From an optimization exercise on the open Yosys and OpenROAD flow, aimed at small area, a short achievable clock period and few clock cycles; shortcuts taken in it are not production practice.
At most, simulation tests tie the RTL to the original design; equivalence was not proved.
No functional check of the RTL was part of runs 2 to 6.
Power and IR drop assume default switching activity.

## flow/design.v

```verilog
module axi_stream_insert_header #(
    parameter DATA_WD = 64,
    parameter DATA_BYTE_WD = DATA_WD / 8,
    parameter BYTE_CNT_WD = $clog2(DATA_BYTE_WD)
) (
    input                       clk             ,
    input                       rst_n           ,
    input                       valid_in        ,
    input [DATA_WD-1 : 0]       data_in         ,
    input [DATA_BYTE_WD-1 : 0]  keep_in         ,
    input                       last_in         ,
    output                      ready_in        ,
    output                      valid_out       ,
    output [DATA_WD-1 : 0]      data_out        ,
    output [DATA_BYTE_WD-1 : 0] keep_out        ,
    output                      last_out        ,
    input                       ready_out       ,
    input                       valid_insert    ,
    input [DATA_WD-1 : 0]       data_insert     ,
    input [DATA_BYTE_WD-1 : 0]  keep_insert     ,
    input [BYTE_CNT_WD : 0]     byte_insert_cnt ,
    output                      ready_insert
    );
    localparam S_HDR  = 2'd0;  
    localparam S_BODY = 2'd1;  
    localparam S_TAIL = 2'd2;  
    reg                       r_valid_out ;
    reg  [DATA_WD-1 : 0]      r_data_out  ;
    reg  [DATA_BYTE_WD-1 : 0] r_keep_out  ;
    reg                       r_last_out  ;
    assign valid_out = r_valid_out;
    assign data_out  = r_data_out ;
    assign keep_out  = r_keep_out ;
    assign last_out  = r_last_out ;
    reg [1:0]               state    ;
    reg [DATA_WD-1:0]       carry    ;  
    reg [BYTE_CNT_WD:0]     hdr_cnt  ;  
    reg [BYTE_CNT_WD:0]     tail_cnt ;  
    wire out_free = !r_valid_out || ready_out;
    assign ready_insert = (state == S_HDR);
    assign ready_in     = (state == S_BODY) && out_free;
    wire shake_insert = valid_insert && ready_insert;
    wire shake_in     = valid_in && ready_in;
    wire emit_tail    = (state == S_TAIL) && out_free;
    reg [BYTE_CNT_WD:0] in_cnt;
    integer k;
    always @(*) begin
        in_cnt = 0;
        for (k = 0; k < DATA_BYTE_WD; k = k + 1)
            in_cnt = in_cnt + keep_in[k];
    end
    wire [BYTE_CNT_WD+1:0] total = hdr_cnt + in_cnt;
    wire last_fits = (total <= DATA_BYTE_WD);
    wire [2*DATA_WD-1:0] cat    = {carry, data_in};
    wire [2*DATA_WD-1:0] sh     = cat << ((DATA_BYTE_WD - hdr_cnt) * 8);
    wire [DATA_WD-1:0]   merged = sh[2*DATA_WD-1 -: DATA_WD];
    function [DATA_BYTE_WD-1:0] top_keep;
        input [BYTE_CNT_WD+1:0] n;
        top_keep = ~({DATA_BYTE_WD{1'b1}} >> n);
    endfunction
    always @(posedge clk or negedge rst_n) begin
        if (!rst_n)
            state <= S_HDR;
        else begin
            case (state)
                S_HDR:  if (shake_insert) state <= S_BODY;
                S_BODY: if (shake_in && last_in) state <= last_fits ? S_HDR : S_TAIL;
                S_TAIL: if (emit_tail) state <= S_HDR;
                default: state <= S_HDR;
            endcase
        end
    end
    always @(posedge clk) begin
        if (shake_insert) begin
            carry   <= data_insert;
            hdr_cnt <= byte_insert_cnt;
        end
        else if (shake_in) begin
            carry    <= data_in;
            tail_cnt <= total - DATA_BYTE_WD;
        end
    end
    always @(posedge clk or negedge rst_n) begin
        if (!rst_n)
            r_valid_out <= 1'b0;
        else if (out_free)
            r_valid_out <= shake_in || emit_tail;
    end
    always @(posedge clk) begin
        if (shake_in) begin
            r_data_out <= merged;
            r_last_out <= last_in && last_fits;
            r_keep_out <= (last_in && last_fits) ? top_keep(total) : {DATA_BYTE_WD{1'b1}};
        end
        else if (emit_tail) begin
            r_data_out <= merged;
            r_last_out <= 1'b1;
            r_keep_out <= top_keep(tail_cnt);
        end
    end
endmodule
```

## flow/run.sh

```bash
#!/bin/bash
# synth_recipe.tcl (not shown) runs the flow's synth.tcl, then flattens the netlist and writes it again
# the make line also repeats each setting of config.mk as NAME=value (left out here)
make -C /OpenROAD-flow-scripts/flow DESIGN_CONFIG=/design/flow/config.mk WORK_HOME=/design/flow/orfs CLKGATE_MAP_FILE= SYNTH_SCRIPT=/design/flow/synth_recipe.tcl finish
```

## flow/config.mk

```make
export PLATFORM = sky130hd
export DESIGN_NAME = axi_stream_insert_header
export DESIGN_NICKNAME = axi_stream_insert_header
export VERILOG_FILES = /design/flow/design.v
export SDC_FILE = /design/flow/constraint.sdc
export NUM_CORES = 4
export LEC_CHECK = 0
export CAP_MARGIN = 20
export CORE_MARGIN = 2
export CORE_UTILIZATION = 40
export PLACE_DENSITY = 0.6
export SLEW_MARGIN = 20
```

## flow/constraint.sdc

```tcl
create_clock -name core_clock -period 5.0 [get_ports {clk}]
set_input_delay 1.0000 -clock core_clock [delete_from_list [all_inputs] [get_ports {clk}]]
set_output_delay 1.0000 -clock core_clock [all_outputs]
set_load 0.01 [all_outputs]
```

==> results of run 1 <==
==> layer usage <==
metal	routed length, microns	vias up	part of all wire
li1	-	3836	-
met1	15700	4040	0.50
met2	12100	465	0.39
met3	3090	23	0.099
met4	401	0	0.013
met5	0	-	0
==> sequential cells by signal, summed over array words and instances (netlist names) <==
name,cells
r_last_out,1
r_data_out,64
r_valid_out,1
state,2
r_keep_out,8
hdr_cnt,4
carry,64
tail_cnt,4
==> cells in the mapped netlist (3+ instances only) <==
master / n
dfrtp_1: 3
a32oi_1: 8
mux4_2: 38
inv_1: 20
o211ai_1: 13
o22ai_1: 13
nor2b_1: 7
nand2_1: 72
nand3_1: 19
or2_2: 4
fa_1: 5
a211oi_1: 23
a22oi_1: 19
clkbuf_1: 30
a221o_1: 15
edfxtp_1: 145
nor3_1: 13
buf_2: 37
ha_1: 7
mux4_1: 7
mux2_2: 76
a31oi_1: 8
o31ai_1: 9
buf_4: 12
or3_1: 6
nor2_1: 19
o21ai_0: 51
and2_1: 8
a22o_1: 3
o2bb2ai_1: 9
mux2i_1: 68
a21oi_1: 60
nor3b_1: 3
nand2b_1: 7
o221ai_1: 13
buf_6: 3
==> logic make-up (layout without fill, tap and decap cells) <==
group	Yosys count	in the layout	synth area share
simple gates	166	166	0.0773
buf+inv	103	291	0.0489
flops	148	148	0.433
compound gates	253	253	0.164
fa+ha+maj	12	12	0.0184
xor+xnor	4	4	0.00600
mux	189	189	0.252
==> critical path, cell delays in order <==
cell             delay (ns)
clkdlybuf4s50_1        0.43
fa_1                   0.54
inv_1                  0.05
fa_1                   0.45
fa_1                   0.49
inv_1                  0.05
fa_1                   0.40
fa_1                   0.47
a21o_1                 0.17
a21oi_1                0.20
nand3_1                0.12
nor2_1                 0.27
a22oi_1                0.14
==> stage by stage <==
step / setup slack (ns) / setup TNS [ns] / instances / hold WS (ns) / total power [mW]
floorplan: 0.507 / 0 / 875 / 0.458 / 4.08
global placement: -0.0100 / -0.0100 / 1361 / 0.493 / 5.23
detailed placement: -0.0301 / -0.0392 / 1361 / 0.498 / 5.26
CTS: 0.421 / 0 / 1393 / 0.518 / 6.59
global route: 0.211 / 0 / 1393 / 0.580 / 6.97
finish: 0.393 / 0 / 1393 / 0.518 / 6.61
==> worst paths after layout <==
check	cells past startpoint	startpoint	endpoint
max	13	keep_in[0]	r_keep_out[3]$_DFFE_PP_
min in group asynchronous	1	rst_n	state[0]$_DFFE_PN0P_
max in group asynchronous	1	rst_n	state[1]$_DFFE_PN0P_
min reg2reg	1	state[1]$_DFFE_PN0P_	state[0]$_DFFE_PN0P_
max reg2reg	11	hdr_cnt[0]$_DFFE_PP_	r_keep_out[3]$_DFFE_PP_
min	1	state[1]$_DFFE_PN0P_	state[0]$_DFFE_PN0P_
==> area by class of cell <==
class | instances | area (sq um) | share of cell area
Multi-Input combinational cell | 624 | 5330 | 0.403
Sequential cell | 148 | 4430 | 0.335
Timing Repair Buffer | 239 | 2380 | 0.180
Clock buffer | 18 | 439 | 0.0332
Tap cell | 330 | 413 | 0.0312
Clock inverter | 14 | 164 | 0.0124
Inverter | 20 | 75.1 | 0.00567
==> where the power goes <==
group	internal (mW)	switching [mW]	total, mW
Sequential	2.00	0.219	2.22
Combinational	1.38	1.68	3.06
Clock	0.765	0.569	1.33
Total	4.14	2.47	6.61
==> flow_summary.json, run 1 <==
{
  "status": "timing/DRC/antenna clean",
  "firstDrtPassIters": 5,
  "cts_tree": "yes",
  "wl_mm": 31.3,
  "grt_antenna_before_repair": 0,
  "cts_resized": 0,
  "top_usage_layer": "met1",
  "syn_to_final_growth_pct": 29.4,
  "clk_pin_slew_ns": 0.06,
  "async_flop_share": 0.0203,
  "grt_use_total": 0.235,
  "ios": 230,
  "grt_overflow_total": 0,
  "power_density_nw_per_um2": 500,
  "ys.flop_type": "edfxtp_1",
  "ctsHtreeMaxLevel": 4,
  "crit_path_max_fanout": 4,
  "slew_viol_final": 0,
  "nets": 1216,
  "port_buffers": 221,
  "crit_path_start_kind": "input pin",
  "post-synth-top-area-cell": "edfxtp_1",
  "worst-setup-path-type": "input pin to flip-flop",
  "drt-wirelength-per-cell_microns": 22.5,
  "vdd_ir_drop_max_uv": 315,
  "slew_headroom": 0.306,
  "ys_seq_area_frac": 0.433,
  "reg2reg_slack_ns": 1.17,
  "finalWorstPathRequiredPeriod_ns": 4.61,
  "ys_warn_count": 1,
  "place_area_sq_um": 12600,
  "layout_commonest_cell": "clkdlybuf4s50_1",
  "n_fill_cell": 2226,
  "synth.top_cell.area_share": 0.426,
  "numCtsBuffers": 17,
  "gr-usage-met3": 0.0563,
  "fin_util": 0.527,
  "synthTopCellsByArea": "edfxtp_1 (43%), mux2_2 (8.4%), mux4_2 (8.4%)",
  "end_kind": "flip-flop",
  "clkSinkCount": 148,
  "grt_max_degree": 141,
  "dp.final_hpwl_mm": 22.4,
  "drt_iter0_drc": 1070,
  "setup_viol": 0,
  "use_met2": 0.297,
  "synth_seq_cells": 148,
  "synth_edf_count": 145,
  "min_period_over_period": 0.921,
  "netlist_area_sq_um": 10200,
  "chipHeight_microns": 164,
  "viasPerCell": 6.00,
  "hold_buffers": 0,
  "die_w_microns": 164,
  "place_congestion": 0.891,
  "coreArea_sq_um": 25100,
  "use_met1": 0.394,
  "fmax_ghz": 0.217,
  "clk_latency_ns": 0.43,
  "p_leak_nw": 4.61,
  "root_buffer": "clkbuf_16",
  "dieArea_sq_um": 26900,
  "layout-drive-gt1-share": 0.167,
  "yosysUniqueCellTypes": 53,
  "grt_pass1_vias": 7701,
  "post_cts_buffers": 0,
  "worstPathArrival_ns": 4.77,
  "skew_ns": 0.0105,
  "synth_cells": 875,
  "grt_pass1_wl_mm": 47.5,
  "crit_required_ns": 5.16,
  "ant_nets": 0,
  "layout_common_cells": "clkdlybuf4s50_1 (221), edfxtp_1 (145), mux2_2 (76)",
  "hold_path_class": "flip-flop to flip-flop",
  "start_util": 0.407,
  "syn_nets": 1041,
  "cts_max_path_buffers": 2,
  "rsz0062_at_grt": "false",
  "placementRows": 58,
  "vias": 8364,
  "diodes": 0,
  "synth.avg_cell_area_sq_um": 11.7,
  "drc": 0,
  "drv_cap": 0,
  "worstMarginPinSlew_ns": 1.04,
  "fin_area_sq_um": 13200,
  "finalHoldViolCount": 0
}
Testbench counts, summed over its fixed seeds: cycles 14,354.
==> run 2: changes to the inputs <==
==> flow/design.v (replaced) <==
module axi_stream_insert_header #(
    parameter DATA_WD = 64,
    parameter DATA_BYTE_WD = DATA_WD / 8,
    parameter BYTE_CNT_WD = $clog2(DATA_BYTE_WD)
) (
    input                       clk             ,
    input                       rst_n           ,
    input                       valid_in        ,
    input [DATA_WD-1 : 0]       data_in         ,
    input [DATA_BYTE_WD-1 : 0]  keep_in         ,
    input                       last_in         ,
    output                      ready_in        ,
    output                      valid_out       ,
    output [DATA_WD-1 : 0]      data_out        ,
    output [DATA_BYTE_WD-1 : 0] keep_out        ,
    output                      last_out        ,
    input                       ready_out       ,
    input                       valid_insert    ,
    input [DATA_WD-1 : 0]       data_insert     ,
    input [DATA_BYTE_WD-1 : 0]  keep_insert     ,
    input [BYTE_CNT_WD : 0]     byte_insert_cnt ,
    output                      ready_insert
    );
    reg                       in_pkt ;  
    reg                       tail   ;  
    reg  [DATA_WD-1:0]        carry  ;  
    reg  [DATA_BYTE_WD-1:0]   mask   ;  
    reg  [BYTE_CNT_WD-1:0]    rot    ;  
    reg  [DATA_BYTE_WD-1:0]   keep_r ;  
    function [DATA_WD-1:0] rot_data;
        input [DATA_WD-1:0]     d;
        input [BYTE_CNT_WD-1:0] r;
        rot_data = {d, d} >> (r * 8);
    endfunction
    function [DATA_BYTE_WD-1:0] rot_keep;
        input [DATA_BYTE_WD-1:0] k;
        input [BYTE_CNT_WD-1:0]  r;
        rot_keep = {k, k} >> r;
    endfunction
    wire [DATA_WD-1:0] lane_mask;
    genvar g;
    generate
        for (g = 0; g < DATA_BYTE_WD; g = g + 1) begin : g_mask
            assign lane_mask[g*8 +: 8] = {8{mask[g]}};
        end
    endgenerate
    wire fits = ~|(keep_in & mask);
    wire idle = !in_pkt && !tail;
    assign ready_in     = in_pkt && ready_out;
    assign valid_out    = tail || (in_pkt && valid_in);
    assign ready_insert = idle || (ready_out && (tail || (in_pkt && valid_in && last_in && fits)));
    assign data_out = rot_data((carry & lane_mask) | (data_in & ~lane_mask), rot);
    assign keep_out = tail ? rot_keep(keep_r & mask, rot) :
                      last_in ? rot_keep(keep_in | mask, rot) : {DATA_BYTE_WD{1'b1}};
    assign last_out = tail || (last_in && fits);
    wire shake_insert = valid_insert && ready_insert;
    wire shake_in     = valid_in && ready_in;
    always @(posedge clk or negedge rst_n) begin
        if (!rst_n) begin
            in_pkt <= 1'b0;
            tail   <= 1'b0;
        end
        else begin
            if (shake_insert)
                in_pkt <= 1'b1;
            else if (shake_in && last_in)
                in_pkt <= 1'b0;
            if (shake_in && last_in && !fits)
                tail <= 1'b1;
            else if (ready_out)
                tail <= 1'b0;
        end
    end
    always @(posedge clk) begin
        if (shake_insert) begin
            carry <= data_insert;
            mask  <= ~({DATA_BYTE_WD{1'b1}} << byte_insert_cnt);
            rot   <= byte_insert_cnt[BYTE_CNT_WD-1:0];
        end
        else if (shake_in) begin
            carry  <= data_in;
            keep_r <= keep_in;
        end
    end
endmodule
==> run 2 against run 1 <==
Compared with the run above: routed wire length up 20%; still clean; clock-buffer cell count down 9; largest cell class unchanged; highest routed layer unchanged; worst hold slack better by 0.031 ns; sequential power is 46% lower; die area down 7.9%; clock power shrank 39%; first-iteration DRC count up 20%; setup slack improved by 0.39 ns; sequential share of layout area shrank 12 points; total power is 24% lower.
==> flow_summary.json, run 2 <==
{
  "status": "timing/DRC/antenna clean",
  "reg.largest.list": "carry: 64 flops, keep_r: 8 flops, mask: 8 flops",
  "viasPerCell": 6.72,
  "numCtsBuffers": 9,
  "n_fill_cell": 2203,
  "cts_max_path_buffers": 2,
  "port_buffers": 221,
  "clkSinkCount": 85,
  "finalWorstPathRequiredPeriod_ns": 4.21,
  "firstDrtPassIters": 5,
  "grt_antenna_before_repair": 0,
  "chipHeight_microns": 157,
  "top_register": "carry",
  "synth_seq_cells": 85,
  "fin_util": 0.510,
  "post-synth-top-area-cell": "edfxtp_1",
  "netlist_area_sq_um": 9400,
  "die_w_microns": 157,
  "yosys-top-cells-count": "mux2i_1 (96), nand2_1 (92), edfxtp_1 (83)",
  "drt_iter0_drc": 1280,
  "crit_path_max_fanout": 40,
  "grt_max_degree": 89,
  "fmax_ghz": 0.237,
  "ys_seq_area_frac": 0.271,
  "ctsHtreeMaxLevel": 3,
  "synth.top_cell.area_share": 0.265,
  "dp.final_hpwl_mm": 25.9,
  "slew_headroom": 0.301,
  "ys_warn_count": 1,
  "synthTopCellsByArea": "edfxtp_1 (27%), mux2i_1 (10%), mux2_2 (5.5%)",
  "layout_common_cells": "clkdlybuf4s50_1 (220), mux2i_1 (96), nand2_1 (92)",
  "setup_viol": 0,
  "finalHoldViolCount": 0,
  "ant_nets": 0,
  "cts_tree": "yes",
  "ios": 230,
  "yosysUniqueCellTypes": 56,
  "drc": 0,
  "root_buffer": "clkbuf_16",
  "crit_path_start_kind": "flip-flop",
  "drt-wirelength-per-cell_microns": 25.1,
  "dieArea_sq_um": 24700,
  "start_util": 0.404,
  "ys.flop_type": "edfxtp_1",
  "setup_tns_ns": 0,
  "place_congestion": 0.920,
  "crit_required_ns": 4.00,
  "layout_commonest_cell": "clkdlybuf4s50_1",
  "end_kind": "output port",
  "hold_ws_ns": 0.548,
  "slew_viol_final": 0,
  "diodes": 0,
  "cts_resized": 0,
  "layout-drive-gt1-share": 0.111,
  "wl_mm": 37.7,
  "clk_latency_ns": 0.36,
  "vias": 10100,
  "hold_path_class": "flip-flop to flip-flop",
  "placementRows": 56,
  "grt_overflow_total": 0,
  "path_cells": "nand2b_2, o22ai_1, a211o_1, mux2i_1, clkdlybuf4s50_1",
  "drv_cap": 0,
  "worstPathArrival_ns": 3.21,
  "crit_path_max_incr_delay_ns": 0.78,
  "async_flop_share": 0.0235,
  "hold_buffers": 0,
  "worst-setup-path-type": "flip-flop to output port",
  "cp_slowest_cell": "nand2b_2",
  "syn_nets": 1206,
  "grt_pass1_vias": 9280,
  "power_density_nw_per_um2": 423,
  "worstMarginPinSlew_ns": 1.04,
  "largest_reg_flops": 64,
  "nets": 1330,
  "rsz0062_at_grt": "false",
  "setup_ws_ns": 0.786,
  "min_period_over_period": 0.843,
  "synth_cells": 1052,
  "dp_slack_ns": 0.821,
  "coreArea_sq_um": 23300,
  "synth.avg_cell_area_sq_um": 8.93,
  "grt_pass1_wl_mm": 56.6,
  "skew_ns": 0.00786,
  "synth_edf_count": 83,
  "synth_most_common_cell": "mux2i_1",
  "grt_use_total": 0.300,
  "clk_pin_slew_ns": 0.07,
  "p_leak_nw": 4.30,
  "power_mw": 5.02,
  "syn_to_final_growth_pct": 26.2,
  "post_cts_buffers": 0,
  "vdd_ir_drop_max_uv": 519
}
## run 2: cell count changes in the layout (fill, tap and decap cells not counted), sizes merged, moves of 31 or more
cell,before,now
o32ai,0,55
mux4,45,10
nand4,1,64
o21ai,51,13
inv,28,59
o22ai,13,52
a31oi,8,55
edfxtp,145,83
o311ai,0,55
a21oi,60,11
## run 2: worst paths after layout
check / slack (ns) / to / startpoint / cells after the start
worst max-delay path: 0.79 / data_out[10] / rot[0]$_DFFE_PP_ / 5
worst min-delay path: 0.55 / in_pkt$_DFFE_PN0P_ / in_pkt$_DFFE_PN0P_ / 2
worst max register to register: 1.78 / keep_r[3]$_DFFE_PP_ / tail$_DFFE_PN0P_ / 5
worst min register to register: 0.55 / in_pkt$_DFFE_PN0P_ / in_pkt$_DFFE_PN0P_ / 2
max in group asynchronous: 4.08 / tail$_DFFE_PN0P_ / rst_n / 1
min in group asynchronous: 0.80 / in_pkt$_DFFE_PN0P_ / rst_n / 1
## run 2: kinds of logic after synthesis
| logic type | Yosys count | synth area share |
|---|---|---|
| compound gates | 371 | 0.308 |
| simple gates | 247 | 0.130 |
| flops | 85 | 0.271 |
| mux | 157 | 0.188 |
| buf+inv | 192 | 0.103 |
## run 2: power by group
group	internal, mW	switching, mW
combinational	1.29	1.72
sequential	1.06	0.127
clock	0.492	0.324
total	2.85	2.17
## run 2: through the flow
stage	std cells	cell area [sq um]
2_1_floorplan	1052	9400
4_1_cts	1500	11900
3_5_place_dp	1484	11500
5_1_grt	1500	11900
3_3_place_gp	1484	11500
6_report	1500	11900
## run 2: layout make-up
type                            instances  area [sq um]  share of cell area
Clock buffer                            9           225              0.0190
Sequential cell                        85          2540               0.214
Multi-Input combinational cell        775          5930               0.500
Inverter                               58           218              0.0184
Tap cell                              319           399              0.0336
Timing Repair Buffer                  247          2430               0.205
Clock inverter                          7           121              0.0102
## run 2: critical path, delay by kind of cell (launching register included)
family	cells	cell delay (ns)
flip-flops	1	0.68
AO/OA/AOI/OAI	2	0.54
buffers and inverters	1	0.59
multiplexers	1	0.25
AND/OR/NAND/NOR	1	0.78
## run 2: metal layers
metal,vias to the layer above,GRT usage,part of all wire
met5,-,0,0
met2,550,0.466,0.46
met3,62,0.0589,0.084
li1,4547,-,-
met4,0,0.103,0.031
met1,4921,0.418,0.43
==> run 3: changes to the inputs <==
==> flow/flow/run.sh (new file) <==
#!/bin/bash
# Standard ORFS layout, with every port buffered by the smallest buffer cell
# (the resizer may still upsize it) instead of the default choice.
set -euo pipefail
bash standard.sh "BUFFER_PORTS_ARGS=-buffer_cell sky130_fd_sc_hd__buf_1" finish > standard_flow.log 2>&1
==> flow/standard.sh (new file) <==
#!/bin/bash
# synth_recipe.tcl (not shown) runs the flow's synth.tcl, then flattens the netlist and writes it again
# the make line also repeats each setting of config.mk as NAME=value (left out here)
make -C /OpenROAD-flow-scripts/flow DESIGN_CONFIG=/design/flow/config.mk WORK_HOME=/design/flow/orfs CLKGATE_MAP_FILE= SYNTH_SCRIPT=/design/flow/synth_recipe.tcl "${@:-finish}"
--- a/flow/config.mk
+++ b/flow/config.mk
@@ -6,4 +6,5 @@
 export NUM_CORES = 4
 export LEC_CHECK = 0
+export ABC_AREA = 1
 export CAP_MARGIN = 20
 export CORE_MARGIN = 2
removed: flow/run.sh
==> run 3 against run 2 <==
Compared with the run above: clock-buffer cell count did not move; sequential power fell by 6%; synthesized cell count rose by 20%; cell count rose by 11%; final area fell by 27%; first-iteration DRC count fell by 40%; maximum frequency rose by 19%; combinational power fell by 36%; flip-flop and latch count did not move; clock skew rose by 0.0019 ns; global-route usage fell by 3.5 points; critical endpoint is now data_out[56]; largest power group unchanged.
==> flow_summary.json, run 3 <==
{
  "status": "timing/DRC/antenna clean",
  "worstPathArrival_ns": 2.53,
  "clk_latency_ns": 0.35,
  "layout.cells.non_filler": 1666,
  "root_buffer": "clkbuf_16",
  "place_inst": 1650,
  "dp.final_hpwl_mm": 20.5,
  "synth_most_common_cell": "nand2_1",
  "synth_edf_count": 83,
  "synthTopCellsByArea": "edfxtp_1 (33%), nand2_1 (32%), nand3_1 (18%)",
  "nets": 1581,
  "syn_to_final_growth_pct": 14.7,
  "ys_seq_area_frac": 0.338,
  "start_util": 0.404,
  "yosysUniqueCellTypes": 17,
  "rsz0062_at_grt": "false",
  "coreArea_sq_um": 18600,
  "worst-setup-path-type": "flip-flop to output port",
  "yosys.area_share.adder": 0,
  "vias": 8663,
  "cp_top_family": "flip-flops",
  "chipHeight_microns": 141,
  "viasPerCell": 5.20,
  "cts_tree": "yes",
  "drt_iter0_drc": 770,
  "hold_path_class": "input pin to async pin",
  "slew_headroom": 0.394,
  "synth_seq_cells": 85,
  "drv_cap": 0,
  "largest_reg_flops": 64,
  "port_buffers": 221,
  "setup_viol": 0,
  "worst-path-buf-inv": 2,
  "top_register": "carry",
  "diodes": 0,
  "yosys-top-cells-count": "nand2_1 (646), nand3_1 (276), inv_1 (85)",
  "numCtsBuffers": 9,
  "crit_path_start_kind": "flip-flop",
  "ctsHtreeMaxLevel": 3,
  "netlist_area_sq_um": 7510,
  "worstMarginPinSlew_ns": 0.908,
  "grt_antenna_before_repair": 0,
  "crit_path_frequent_cell": "nand2_1",
  "dp_slack_ns": 1.41,
  "layout-drive-gt1-share": 0.0251,
  "end_kind": "output port",
  "fin_util": 0.464,
  "syn_nets": 1420,
  "firstDrtPassIters": 6,
  "crit_path_max_incr_delay_ns": 0.65,
  "reg.largest.list": "carry: 64 flops, keep_r: 8 flops, mask: 8 flops",
  "synth.avg_cell_area_sq_um": 5.93,
  "ys.flop_type": "edfxtp_1",
  "drt-wirelength-per-cell_microns": 16.1,
  "fmax_ghz": 0.283,
  "min_period_over_period": 0.706,
  "synth_compound_area_frac": 0.0473,
  "place_congestion": 0.883,
  "fin_area_sq_um": 8620,
  "clkSinkCount": 85,
  "post_cts_buffers": 0,
  "synth_top_family_by_area": "simple AND/OR/NAND/NOR gates",
  "grt_pass1_wl_mm": 40.6,
  "synth_cells": 1266,
  "setup_ws_ns": 1.47,
  "vdd_ir_drop_max_uv": 224,
  "setup_tns_ns": 0,
  "finalHoldViolCount": 0,
  "drc": 0,
  "skew_ns": 0.00972,
  "wl_mm": 26.9,
  "hold_ws_ns": 0.426,
  "place_area_sq_um": 8320,
  "post-synth-top-area-cell": "edfxtp_1",
  "crit_required_ns": 4.00,
  "hold_buffers": 0,
  "ios": 230,
  "placementRows": 50,
  "crit_path_max_fanout": 13,
  "synth.top_cell.area_share": 0.332,
  "grt_pass1_vias": 7334,
  "ys_warn_count": 1,
  "finalWorstPathRequiredPeriod_ns": 3.53,
  "synthMuxAreaShare": 0,
  "ant_nets": 0,
  "grt_use_total": 0.266,
  "slew_viol_final": 0,
  "grt_overflow_total": 0,
  "cts_resized": 0,
  "clk_pin_slew_ns": 0.07,
  "power_mw": 3.73,
  "path_cells": "inv_1, a21oi_1, nand2_1, nand3_1, nand2_1, nand2_1, nand2_1, buf_1",
  "async_flop_share": 0.0235,
  "cp_slowest_cell": "edfxtp_1",
  "p_leak_nw": 4.46,
  "layout_common_cells": "nand2_1 (645), nand3_1 (276), buf_1 (220)",
  "layout_commonest_cell": "nand2_1",
  "power_density_nw_per_um2": 433,
  "dieArea_sq_um": 19900,
  "synth-simple-area-share": 0.517,
  "cts_max_path_buffers": 2,
  "grt_max_degree": 81,
  "die_w_microns": 141,
  "synth_xor_area_frac": 0
}
-- run 3: kinds of logic (layout without fill, tap and decap cells) --
group,after synthesis,in the layout
AO/OA/AOI/OAI,71,71
buffers and inverters,171,337
flip-flops,85,85
AND/OR/NAND/NOR,939,939
-- run 3: routing by layer --
layer | part of all wire | track usage | vias to the layer above | wire length [microns]
met1 | 0.46 | 0.398 | 3847 | 12400
met3 | 0.092 | 0.0448 | 31 | 2480
li1 | - | - | 4401 | -
met4 | 0.023 | 0.0763 | 0 | 629
met5 | 0 | 0 | - | 0
met2 | 0.42 | 0.393 | 384 | 11400
-- run 3: worst paths after layout --
path                            slack, ns                from                   to  cells past startpoint
worst max register to register       1.79   mask[0]$_DFFE_PP_  keep_r[5]$_DFFE_PP_                      9
min in group core_clock              0.59  in_pkt$_DFFE_PN0P_   in_pkt$_DFFE_PN0P_                      2
worst min register to register       0.59  in_pkt$_DFFE_PN0P_   in_pkt$_DFFE_PN0P_                      2
worst min-delay path                 0.43               rst_n   in_pkt$_DFFE_PN0P_                      1
worst max-delay path                 1.47   mask[6]$_DFFE_PP_         data_out[56]                      8
max in group asynchronous            4.44               rst_n     tail$_DFFE_PN0P_                      1
-- run 3: final cells by class --
cell class / instances / area (sq um)
fillers: 2064 / 9960
multi-input cells: 1010 / 4240
flip-flops and latches: 85 / 2540
repair buffers: 231 / 906
inverters: 90 / 338
well taps: 234 / 293
clock buffers: 9 / 225
clock inverters: 7 / 73.8
-- run 3: where the power goes --
group	switching, mW	internal, mW	leakage, nW
Combinational	1.39	0.538	3.50
Sequential	0.0823	1.04	0.807
Clock	0.288	0.389	0.147
Total	1.76	1.97	4.46
==> run 4: changes to the inputs <==
--- a/flow/config.mk
+++ b/flow/config.mk
@@ -11,3 +11,4 @@
 export CORE_UTILIZATION = 40
 export PLACE_DENSITY = 0.6
+export SETUP_SLACK_MARGIN = 2.5
 export SLEW_MARGIN = 20
==> run 4 against run 3 <==
Compared with the run above: still clean on timing, DRC and antenna; routed wire length grew 11%; combinational power grew about 40%; clock power grew 2%; synthesized area is the same; utilization grew 11 points; synthesized cell count is the same; critical path depth grew 1; largest power group unchanged.
==> flow_summary.json, run 4 <==
{
  "ys_seq_area_frac": 0.338,
  "reg2reg_slack_ns": 2.71,
  "synthTopCellsByArea": "edfxtp_1 (33%), nand2_1 (32%), nand3_1 (18%)",
  "worst-setup-path-type": "flip-flop to output port",
  "grt_pass1_vias": 7737,
  "synth_xor_area_frac": 0,
  "status": "timing/DRC/antenna clean",
  "hold_buffers": 0,
  "synth_seq_cells": 85,
  "finalWorstPathRequiredPeriod_ns": 3.04,
  "top_register": "carry",
  "synth_top_family_by_area": "simple AND/OR/NAND/NOR gates",
  "ctsHtreeMaxLevel": 3,
  "min_period_over_period": 0.609,
  "synth.top_cell.area_share": 0.332,
  "wl_met2_mm": 13.1,
  "finalHoldViolCount": 0,
  "synth.avg_cell_area_sq_um": 5.93,
  "drt_iter0_drc": 759,
  "setup_tns_ns": 0,
  "multi_input_area_sq_um": 5450,
  "grt_use_total": 0.284,
  "place_inst": 1649,
  "dp_slack_ns": 1.50,
  "synth_cells": 1266,
  "end_kind": "output port",
  "clk_latency_ns": 0.36,
  "ff_latch_area_sq_um": 2540,
  "netlist_area_sq_um": 7510,
  "power_mw": 4.49,
  "coreArea_sq_um": 18600,
  "fin_area_sq_um": 10700,
  "start_util": 0.404,
  "post-synth-top-area-cell": "edfxtp_1",
  "cts_tree": "yes",
  "diodes": 0,
  "synthMuxAreaShare": 0,
  "place_congestion": 0.891,
  "crit_path_max_fanout": 4,
  "p_leak_nw": 5.14,
  "wl_met3_mm": 2.88,
  "nets": 1623,
  "wl_mm": 29.9,
  "grt_overflow_total": 0,
  "reg.largest.list": "carry: 64 flops, keep_r: 8 flops, mask: 8 flops",
  "ys_warn_count": 1,
  "numCtsBuffers": 9,
  "ant_nets": 0,
  "yosys-top-cells-count": "nand2_1 (646), nand3_1 (276), inv_1 (85)",
  "dieArea_sq_um": 19900,
  "power_density_nw_per_um2": 420,
  "root_buffer": "clkbuf_16",
  "place_area_sq_um": 8720,
  "syn_nets": 1420,
  "dr.max_layer_used": "met4",
  "slew_headroom": 0.544,
  "firstDrtPassIters": 5,
  "ys.flop_type": "edfxtp_1",
  "worstPathArrival_ns": 2.04,
  "grt_max_degree": 81,
  "grt_pass1_wl_mm": 43.2,
  "vdd_ir_drop_max_uv": 208,
  "setup_viol": 0,
  "setup_ws_ns": 1.96,
  "layout.cells.non_filler": 1708,
  "drt-wirelength-per-cell_microns": 17.5,
  "synth-simple-area-share": 0.517,
  "n_fill_cell": 1838,
  "yosysUniqueCellTypes": 17,
  "largest_reg_flops": 64,
  "clk_pin_slew_ns": 0.08,
  "async_flop_share": 0.0235,
  "layout-drive-gt1-share": 0.258,
  "clkSinkCount": 85,
  "placementRows": 50,
  "syn_to_final_growth_pct": 42.3,
  "dp.final_hpwl_mm": 20.4,
  "met1_length_mm": 13.2,
  "die_w_microns": 141,
  "layout_common_cells": "nand2_1 (524), nand3_1 (242), buf_1 (164)",
  "chipHeight_microns": 141,
  "viasPerCell": 5.34,
  "port_buffers": 221,
  "worstMarginPinSlew_ns": 0.683,
  "slew_viol_final": 0,
  "drc": 0,
  "synth_edf_count": 83,
  "cts_max_path_buffers": 2,
  "crit_required_ns": 4.00,
  "layout_commonest_cell": "nand2_1",
  "synth_most_common_cell": "nand2_1",
  "fmax_ghz": 0.329,
  "yosys.area_share.adder": 0,
  "hold_path_class": "input pin to async pin",
  "grt_antenna_before_repair": 0,
  "synth_compound_area_frac": 0.0473,
  "vias": 9116,
  "rsz0062_at_grt": "true",
  "ios": 230,
  "drv_cap": 0,
  "crit_path_start_kind": "flip-flop",
  "skew_ns": 0.0141
}
==> run 4: cell count changes in the layout (fill, tap and decap cells not counted), sizes merged <==
cell,change
buf,+15
bufbuf,+2
clkinv,+1
nand2,+1
inv,-8
clkinvlp,+8
clkbuf,+23
==> run 4: path summary, 6_finish.rpt <==
path | start | to | cells after the start
max in group asynchronous | rst_n | tail$_DFFE_PN0P_ | 1
min reg2reg | in_pkt$_DFFE_PN0P_ | in_pkt$_DFFE_PN0P_ | 2
min | rst_n | in_pkt$_DFFE_PN0P_ | 1
min in group core_clock | in_pkt$_DFFE_PN0P_ | in_pkt$_DFFE_PN0P_ | 2
max | mask[1]$_DFFE_PP_ | data_out[9] | 9
max reg2reg | mask[4]$_DFFE_PP_ | carry[6]$_DFFE_PP_ | 11
==> run 4: cell type report <==
class | count | area share
clock buffers | 9 | 0.0211
flip-flops and latches | 85 | 0.238
repair buffers | 271 | 0.157
clock inverters | 7 | 0.00761
multi-input cells | 1011 | 0.509
inverters | 90 | 0.0390
repair inverters | 1 | 0.000819
well taps | 234 | 0.0274
==> run 4: worst max-delay path, cell delays in order, from the launching register on <==
cell	delay [ns]
edfxtp_1	0.48
clkinvlp_4	0.25
buf_12	0.20
a21oi_4	0.24
nand2_2	0.11
nand3_2	0.07
nand2_2	0.07
nand2_1	0.06
nand2_1	0.07
clkbuf_2	0.13
==> run 4: kinds of logic after synthesis <==
group | count (synthesis)
compound gates | 71
buf+inv | 171
flops | 85
simple gates | 939
==> run 4: stage by stage <==
step                       util  hold WS, ns
after floorplan               -        0.624
after global placement    0.469        0.656
after detailed placement  0.469        0.656
after CTS                 0.528        0.410
after global routing      0.575        0.406
final                     0.575        0.403
==> run 4: routing by layer <==
metal | vias to the layer above | global-route usage
met3 | 37 | 0.0472
li1 | 4486 | -
met5 | - | 0
met1 | 4136 | 0.424
met4 | 0 | 0.0784
met2 | 457 | 0.424
==> run 4: timing repair <==
action	CTS	global route
gates cloned	3	3
setup buffers	29	8
pin swaps	28	60
endpoints found under the setup margin	147	213
resized for setup	123	226
==> run 4: report_power, final <==
| part | switching (mW) | internal [mW] | leakage (nW) | total (mW) |
|---|---|---|---|---|
| Sequential | 0.0700 | 1.04 | 0.807 | 1.11 |
| Clock | 0.332 | 0.355 | 0.149 | 0.688 |
| Combinational | 1.75 | 0.950 | 4.18 | 2.70 |
| Total | 2.15 | 2.34 | 5.14 | 4.49 |
==> run 5: changes to the inputs <==
--- a/flow/config.mk
+++ b/flow/config.mk
@@ -11,4 +11,4 @@
 export CORE_UTILIZATION = 40
 export PLACE_DENSITY = 0.6
-export SETUP_SLACK_MARGIN = 2.5
+export SETUP_SLACK_MARGIN = 3.0
 export SLEW_MARGIN = 20
==> run 5 against run 4 <==
Compared with the run above: register-to-register slack got worse by 0.10 ns; sequential power barely moved; combinational power rose by 21%; maximum frequency rose by 1.0%; critical path depth did not move; global-route usage rose by 3.5 points; synthesized area did not move; utilization rose by 6.9 points; clock power barely moved.
==> flow_summary.json, run 5 <==
{
  "status": "timing/DRC/antenna clean",
  "chipHeight_microns": 141,
  "setup_tns_ns": 0,
  "syn_nets": 1420,
  "async_flop_share": 0.0235,
  "skew_ns": 0.00897,
  "vdd_ir_drop_max_uv": 239,
  "crit_cells": 9,
  "comb_power_share": 0.643,
  "netlist_area_sq_um": 7510,
  "synthTopCellsByArea": "edfxtp_1 (33%), nand2_1 (32%), nand3_1 (18%)",
  "top_register": "carry",
  "synth_seq_cells": 85,
  "ys.flop_type": "edfxtp_1",
  "synth.top_cell.area_share": 0.332,
  "firstDrtPassIters": 7,
  "worstRegToRegCells": 13,
  "layout-drive-gt1-share": 0.336,
  "drt-wirelength-per-cell_microns": 18.5,
  "cp_top_family": "simple AND/OR/NAND/NOR gates",
  "ant_nets": 0,
  "viasPerCell": 5.41,
  "clkSinkCount": 85,
  "synth_edf_count": 83,
  "yosys-top-cells-count": "nand2_1 (646), nand3_1 (276), inv_1 (85)",
  "crit_path_start_kind": "flip-flop",
  "start_util": 0.404,
  "diodes": 0,
  "numCtsBuffers": 9,
  "worst-path-buf-inv": 4,
  "synth_cells": 1266,
  "crit_path_max_fanout": 10,
  "p_int_mw": 2.69,
  "drt_iter0_drc": 890,
  "fmax_ghz": 0.332,
  "ys_seq_area_frac": 0.338,
  "setup_viol": 0,
  "reg.largest.list": "carry: 64 flops, keep_r: 8 flops, mask: 8 flops",
  "min_period_over_period": 0.602,
  "synth.avg_cell_area_sq_um": 5.93,
  "ios": 230,
  "cp_slowest_cell": "edfxtp_1",
  "synth_most_common_cell": "nand2_1",
  "crit_path_max_incr_delay_ns": 0.53,
  "yosysUniqueCellTypes": 17,
  "rsz0062_at_grt": "true",
  "post-synth-top-area-cell": "edfxtp_1",
  "cts_max_path_buffers": 2,
  "place_congestion": 0.943,
  "slew_viol_final": 0,
  "cts_tree": "yes",
  "worstMarginPinSlew_ns": 0.667,
  "grt_pass1_vias": 8393,
  "largest_reg_flops": 64,
  "worstPathArrival_ns": 2.01,
  "pwr-share-clk": 0.136,
  "grt_antenna_before_repair": 0,
  "layout_commonest_cell": "nand2_1",
  "layout_common_cells": "nand2_1 (480), nand3_1 (214), nand2_2 (154)",
  "ys_warn_count": 1,
  "p_switching_mw": 2.37,
  "finalHoldViolCount": 0,
  "clk_latency_ns": 0.36,
  "place_inst": 1654,
  "end_kind": "output port",
  "grt_pass1_wl_mm": 47.8,
  "slew_headroom": 0.555,
  "die_w_microns": 141,
  "fin_util": 0.644,
  "clk_pin_slew_ns": 0.07,
  "dieArea_sq_um": 19900,
  "path_cells": "buf_4, buf_4, nand3_1, nand3_1, nand3_1, nand3_2, nand2_1, inv_1, buf_2",
  "wl_mm": 32.3,
  "drc": 0,
  "crit_path_frequent_cell": "nand3_1",
  "ctsHtreeMaxLevel": 3,
  "grt_overflow_total": 0,
  "crit_required_ns": 4.00,
  "switching_share": 0.469,
  "layout.cells.non_filler": 1747,
  "pwr-share-seq": 0.221,
  "nets": 1662,
  "coreArea_sq_um": 18600,
  "placementRows": 50,
  "root_buffer": "clkbuf_16",
  "p_leak_nw": 5.64,
  "vias": 9454,
  "hold_path_class": "input pin to async pin",
  "worst-setup-path-type": "flip-flop to output port",
  "port_buffers": 221,
  "syn_to_final_growth_pct": 59.3,
  "drv_cap": 0,
  "grt_use_total": 0.319,
  "dp.final_hpwl_mm": 21.0,
  "power_density_nw_per_um2": 423,
  "hold_ws_ns": 0.408,
  "finalWorstPathRequiredPeriod_ns": 3.01,
  "grt_max_degree": 81
}
## run 5: worst paths after layout
kind                               startpoint                  end  slack (ns)
max reg2reg                 mask[5]$_DFFE_PP_  carry[41]$_DFFE_PP_        2.61
min in group core_clock    in_pkt$_DFFE_PN0P_   in_pkt$_DFFE_PN0P_        0.76
min                                     rst_n   in_pkt$_DFFE_PN0P_        0.41
min reg2reg                in_pkt$_DFFE_PN0P_   in_pkt$_DFFE_PN0P_        0.76
max in group asynchronous               rst_n     tail$_DFFE_PN0P_        4.46
max                          rot[0]$_DFFE_PP_          keep_out[6]        1.99
## run 5: layout make-up
type	instances	area, sq um
Clock buffer	9	225
Clock inverter	7	73.8
Timing Repair inverter	2	17.5
Fill cell	1668	6610
Sequential cell	85	2540
Inverter	90	423
Multi-Input combinational cell	1017	6070
Tap cell	234	293
Timing Repair Buffer	303	2320
## run 5: logic make-up after synthesis
logic type / share of synthesized area
buffers and inverters: 0.0976
and+or+nand+nor: 0.517
DFF: 0.338
AOI/OAI and AO/OA: 0.0473
## run 5: timing repair
item / 4_1_cts / 5_1_grt
pin swaps: 94 / 44
setup buffers: 47 / 10
setup endpoints to repair: 224 / 223
hold buffers: 0 / 0
gates resized for setup: 258 / 128
cloned: 19 / 1
## run 5: per-layer routing
layer	track usage	vias up	share of wire
met5	0	-	0
met4	0.0858	0	0.029
met3	0.0540	57	0.095
met2	0.492	463	0.44
met1	0.463	4345	0.43
li1	-	4589	-
## run 5: power by group through the flow
stage               Combinational, mW  Sequential (mW)  Clock, mW
floorplan                        1.71             1.09          0
global placement                 2.21             1.14          0
detailed placement               2.24             1.14          0
CTS                              3.05             1.11      0.693
global route                     3.49             1.13      0.718
finish                           3.26             1.12      0.689
## run 5: through the flow
| step | cell area (sq um) | setup WS, ns | power, mW |
|---|---|---|---|
| 6_report | 12000 | 1.99 | 5.06 |
| 4_1_cts | 11400 | 2.03 | 4.86 |
| 2_1_floorplan | 8590 | 2.44 | 2.81 |
| 3_5_place_dp | 9390 | 1.60 | 3.38 |
| 3_3_place_gp | 9380 | 1.50 | 3.35 |
| 5_1_grt | 12000 | 1.93 | 5.34 |
==> run 6: changes to the inputs <==
--- a/flow/design.v
+++ b/flow/design.v
@@ -22,35 +22,45 @@
     output                      ready_insert
     );
-    reg                       in_pkt ;  
-    reg                       tail   ;  
-    reg  [DATA_WD-1:0]        carry  ;  
-    reg  [DATA_BYTE_WD-1:0]   mask   ;  
-    reg  [BYTE_CNT_WD-1:0]    rot    ;  
-    reg  [DATA_BYTE_WD-1:0]   keep_r ;  
-    function [DATA_WD-1:0] rot_data;
-        input [DATA_WD-1:0]     d;
-        input [BYTE_CNT_WD-1:0] r;
-        rot_data = {d, d} >> (r * 8);
-    endfunction
-    function [DATA_BYTE_WD-1:0] rot_keep;
-        input [DATA_BYTE_WD-1:0] k;
-        input [BYTE_CNT_WD-1:0]  r;
-        rot_keep = {k, k} >> r;
-    endfunction
-    wire [DATA_WD-1:0] lane_mask;
-    genvar g;
-    generate
-        for (g = 0; g < DATA_BYTE_WD; g = g + 1) begin : g_mask
-            assign lane_mask[g*8 +: 8] = {8{mask[g]}};
+    localparam NB = DATA_BYTE_WD;
+    reg                 in_pkt ;  
+    reg                 tail   ;  
+    reg  [DATA_WD-1:0]  carry  ;  
+    reg  [NB:0]         hsel   ;  
+    reg  [NB-1:0]       tkeep  ;  
+    integer h, j;
+    reg [NB-1:0] mask;
+    always @(*) begin
+        for (j = 0; j < NB; j = j + 1) begin
+            mask[j] = 1'b0;
+            for (h = j + 1; h <= NB; h = h + 1)
+                mask[j] = mask[j] | hsel[h];
         end
-    endgenerate
+    end
     wire fits = ~|(keep_in & mask);
+    reg [DATA_WD-1:0] merged;
+    reg [NB-1:0]      last_keep;
+    reg [NB-1:0]      tail_keep;
+    always @(*) begin
+        merged    = {DATA_WD{1'b0}};
+        last_keep = {NB{1'b0}};
+        tail_keep = {NB{1'b0}};
+        for (h = 0; h <= NB; h = h + 1)
+            for (j = 0; j < NB; j = j + 1)
+                if (j + h >= NB) begin
+                    merged[j*8 +: 8] = merged[j*8 +: 8] | ({8{hsel[h]}} & carry[(j+h-NB)*8 +: 8]);
+                    last_keep[j]     = last_keep[j] | hsel[h];
+                    tail_keep[j]     = tail_keep[j] | (hsel[h] & keep_in[j+h-NB]);
+                end
+                else begin
+                    merged[j*8 +: 8] = merged[j*8 +: 8] | ({8{hsel[h]}} & data_in[(j+h)*8 +: 8]);
+                    last_keep[j]     = last_keep[j] | (hsel[h] & keep_in[j+h]);
+                end
+    end
     wire idle = !in_pkt && !tail;
     assign ready_in     = in_pkt && ready_out;
     assign valid_out    = tail || (in_pkt && valid_in);
     assign ready_insert = idle || (ready_out && (tail || (in_pkt && valid_in && last_in && fits)));
-    assign data_out = rot_data((carry & lane_mask) | (data_in & ~lane_mask), rot);
-    assign keep_out = tail ? rot_keep(keep_r & mask, rot) :
-                      last_in ? rot_keep(keep_in | mask, rot) : {DATA_BYTE_WD{1'b1}};
+    assign data_out = merged;
+    assign keep_out = tail ? tkeep : (last_in ? last_keep : {NB{1'b1}});
     assign last_out = tail || (last_in && fits);
     wire shake_insert = valid_insert && ready_insert;
@@ -75,10 +85,10 @@
         if (shake_insert) begin
             carry <= data_insert;
-            mask  <= ~({DATA_BYTE_WD{1'b1}} << byte_insert_cnt);
-            rot   <= byte_insert_cnt[BYTE_CNT_WD-1:0];
+            for (h = 0; h <= NB; h = h + 1)
+                hsel[h] <= (byte_insert_cnt == h);
         end
         else if (shake_in) begin
-            carry  <= data_in;
-            keep_r <= keep_in;
+            carry <= data_in;
+            tkeep <= tail_keep;
         end
     end
--- a/flow/config.mk
+++ b/flow/config.mk
@@ -11,4 +11,3 @@
 export CORE_UTILIZATION = 40
 export PLACE_DENSITY = 0.6
-export SETUP_SLACK_MARGIN = 3.0
 export SLEW_MARGIN = 20
==> run 6 against run 5 <==
Compared with the run above: total power fell by 33%; flip-flop and latch count fell by 2; global-route usage fell by 3.0 points; clock-buffer cell count did not move; final area fell by 28%; synthesized area rose by 0.30%; die area rose by 0.29%; critical endpoint is now data_out[45]; largest cell class unchanged; largest power group unchanged.
==> flow_summary.json, run 6 <==
{
  "crit_path_frequent_cell": "buf_4",
  "ys.flop_type": "edfxtp_1",
  "synth_seq_cells": 83,
  "clk_pin_slew_ns": 0.07,
  "gr-usage-met3": 0.0523,
  "yosys-top-cells-count": "nand2_1 (437), nand4_1 (94), edfxtp_1 (81)",
  "chipHeight_microns": 141,
  "post-synth-top-area-cell": "edfxtp_1",
  "crit_required_ns": 4.00,
  "grt_use_total": 0.289,
  "numCtsBuffers": 9,
  "crit_path_max_fanout": 39,
  "vdd_ir_drop_max_uv": 199,
  "layout_common_cells": "nand2_1 (436), buf_1 (220), nand4_1 (94)",
  "largest_reg_flops": 64,
  "layout-drive-gt1-share": 0.0347,
  "placementRows": 50,
  "layout_commonest_cell": "nand2_1",
  "syn_nets": 1234,
  "drc": 0,
  "dieArea_sq_um": 19900,
  "fmax_ghz": 0.284,
  "root_buffer": "clkbuf_16",
  "grt_pass1_wl_mm": 45.7,
  "worstMarginPinSlew_ns": 0.848,
  "coreArea_sq_um": 18600,
  "crit_path_start_kind": "flip-flop",
  "grt_overflow_total": 0,
  "finalHoldViolCount": 0,
  "cts_resized": 0,
  "clkSinkCount": 83,
  "drt_iter0_drc": 1357,
  "worst-setup-path-type": "flip-flop to output port",
  "post_cts_buffers": 0,
  "cts_tree": "yes",
  "slew_viol_final": 0,
  "clk_latency_ns": 0.36,
  "nets": 1361,
  "grt_pass1_vias": 7762,
  "yosysUniqueCellTypes": 35,
  "diodes": 0,
  "hold_buffers": 0,
  "top_usage_layer": "met1",
  "synth_cells": 1080,
  "hold_path_class": "input pin to async pin",
  "drt-wirelength-per-cell_microns": 20.3,
  "start_util": 0.405,
  "reg.largest.list": "carry: 64 flops, hsel: 9 flops, tkeep: 8 flops",
  "synth_edf_count": 81,
  "port_buffers": 221,
  "ys_warn_count": 1,
  "grt_max_degree": 73,
  "wl_mm": 29.4,
  "die_w_microns": 141,
  "async_flop_share": 0.0241,
  "r2r_start": "hsel[8]$_DFFE_PP_",
  "ant_nets": 0,
  "skew_ns": 0.00710,
  "ctsHtreeMaxLevel": 3,
  "crit_path_start": "hsel[1]$_DFFE_PP_",
  "p_leak_nw": 3.32,
  "crit_path_max_incr_delay_ns": 0.74,
  "worstPathArrival_ns": 2.52,
  "place_area_sq_um": 8240,
  "setup_viol": 0,
  "dp.final_hpwl_mm": 19.6,
  "synthTopCellsByArea": "edfxtp_1 (32%), nand2_1 (22%), a22o_1 (8.6%)",
  "ys_seq_area_frac": 0.330,
  "end_kind": "output port",
  "rsz0062_at_grt": "false",
  "use_met2": 0.380,
  "syn_to_final_growth_pct": 13.7,
  "ios": 230,
  "use_met1": 0.474,
  "top_register": "carry",
  "firstDrtPassIters": 6,
  "min_period_over_period": 0.704,
  "finalWorstPathRequiredPeriod_ns": 3.52,
  "viasPerCell": 6.10,
  "cts_max_path_buffers": 2,
  "drv_cap": 0,
  "setup_tns_ns": 0,
  "netlist_area_sq_um": 7530,
  "power_density_nw_per_um2": 393,
  "cp_slowest_cell": "edfxtp_1",
  "synth.top_cell.area_share": 0.323,
  "path_cells": "buf_4, buf_4, a22o_1, a21oi_1, nand4_1, buf_1",
  "synth_most_common_cell": "nand2_1",
  "slew_headroom": 0.435,
  "grt_antenna_before_repair": 0,
  "fin_util": 0.461,
  "fin_area_sq_um": 8570,
  "place_congestion": 0.903,
  "status": "timing/DRC/antenna clean",
  "vias": 8822,
  "synth.avg_cell_area_sq_um": 6.98
}
-- run 6: cell count changes after synthesis, moves of 26 or more --
cell,change
a221oi_1,+68
clkbuf_1,+26
a22o_1,+74
nand4_1,+94
inv_1,-56
nand3_1,-209
nand2_1,-209
-- run 6: worst paths after layout --
path	endpoint	slack [ns]	cells past startpoint
worst max-delay path	data_out[45]	1.48	6
worst min-delay path	tail$_DFFE_PN0P_	0.41	1
worst max register to register	carry[61]$_DFFE_PP_	1.83	12
worst min register to register	in_pkt$_DFFE_PN0P_	0.58	2
max in group asynchronous	in_pkt$_DFFE_PN0P_	4.46	1
min in group core_clock	in_pkt$_DFFE_PN0P_	0.58	2
-- run 6: final cells by class --
| type | count | area (sq um) |
|---|---|---|
| multi-input combinational | 847 | 4400 |
| inverter | 30 | 113 |
| tap | 234 | 293 |
| clock buffer | 9 | 225 |
| timing repair buffer | 236 | 956 |
| clock inverter | 7 | 101 |
| sequential | 83 | 2480 |
| fill | 1992 | 10000 |
-- run 6: per-layer routing --
| metal | vias to the layer above | wire (microns) |
|---|---|---|
| li1 | 4158 | - |
| met3 | 42 | 3370 |
| met1 | 4016 | 13800 |
| met2 | 606 | 11600 |
| met4 | 0 | 553 |
| met5 | - | 0 |
-- run 6: metrics by stage --
stage          hold WS (ns)  cells  setup slack, ns  total power, mW
2_1_floorplan         0.534   1080            0.968             2.18
3_3_place_gp          0.578   1430             1.42             2.59
3_5_place_dp          0.572   1430             1.38             2.60
4_1_cts               0.412   1446             1.53             3.35
5_1_grt               0.425   1446             1.33             3.57
6_report              0.410   1446             1.48             3.37
-- run 6: cells by family after synthesis --
family | synth area share
AO/OA/AOI/OAI | 0.222
flip-flops | 0.330
AND/OR/NAND/NOR | 0.361
buffers and inverters | 0.0872
-- run 6: report_power, final --
part	total, mW	internal (mW)	switching (mW)
Clock	0.755	0.441	0.313
Sequential	1.23	1.01	0.224
Combinational	1.38	0.451	0.932
Total	3.37	1.90	1.47
-- run 6: critical path, delay by kind of cell, from the launching register on --
| kind | cells | cell delay [ns] |
|---|---|---|
| compound gates | 2 | 0.23 |
| flops | 1 | 0.74 |
| simple gates | 1 | 0.15 |
| buf+inv | 3 | 1.02 |

[afterwards: timing with drivers on the ports]
The flow's constraints put no driver on any port. The routed layouts listed below were extracted and timed again, unchanged, in two steps. Step 1, drivers: a clkbuf_16 drives clk and a buf_2 each remaining input, both assumed. Step 2 times the ports against the registers' clock, not the clock port: input delays grow and output delays shrink by t, the midpoint of the rising clock arrivals with the driver on. a / b / c = ideal ports / drivers / drivers and shift; a / b = the first two.
run	shift t [ns]	setup WS [ns]	worst hold slack (ns)	worst setup path after step 2	slew at the worst register clock pin (ns)
run 1	0.474	0.393 / 0.424 / -0.051	0.518 / 0.518 / 0.518	input to register	0.07 / 0.07
run 2	0.405	0.786 / 0.739 / 0.784	0.548 / 0.548 / 0.548	input to output	0.07 / 0.07
run 3	0.384	1.471 / 1.429 / 1.341	0.426 / 0.407 / 0.593	input to register	0.07 / 0.07
run 4	0.393	1.957 / 1.915 / 2.011	0.403 / 0.384 / 0.674	input to output	0.08 / 0.08
run 5	0.400	1.989 / 1.947 / 2.025	0.408 / 0.390 / 0.757	input to output	0.07 / 0.07
run 6	0.400	1.481 / 1.437 / 1.372	0.410 / 0.393 / 0.584	input to register	0.07 / 0.07
With both steps, setup timing fails in run 1, where it was met with ideal ports. The setup slack of run 1, which loses most, moves by +0.031 ns with the drivers and by -0.444 ns with both steps.
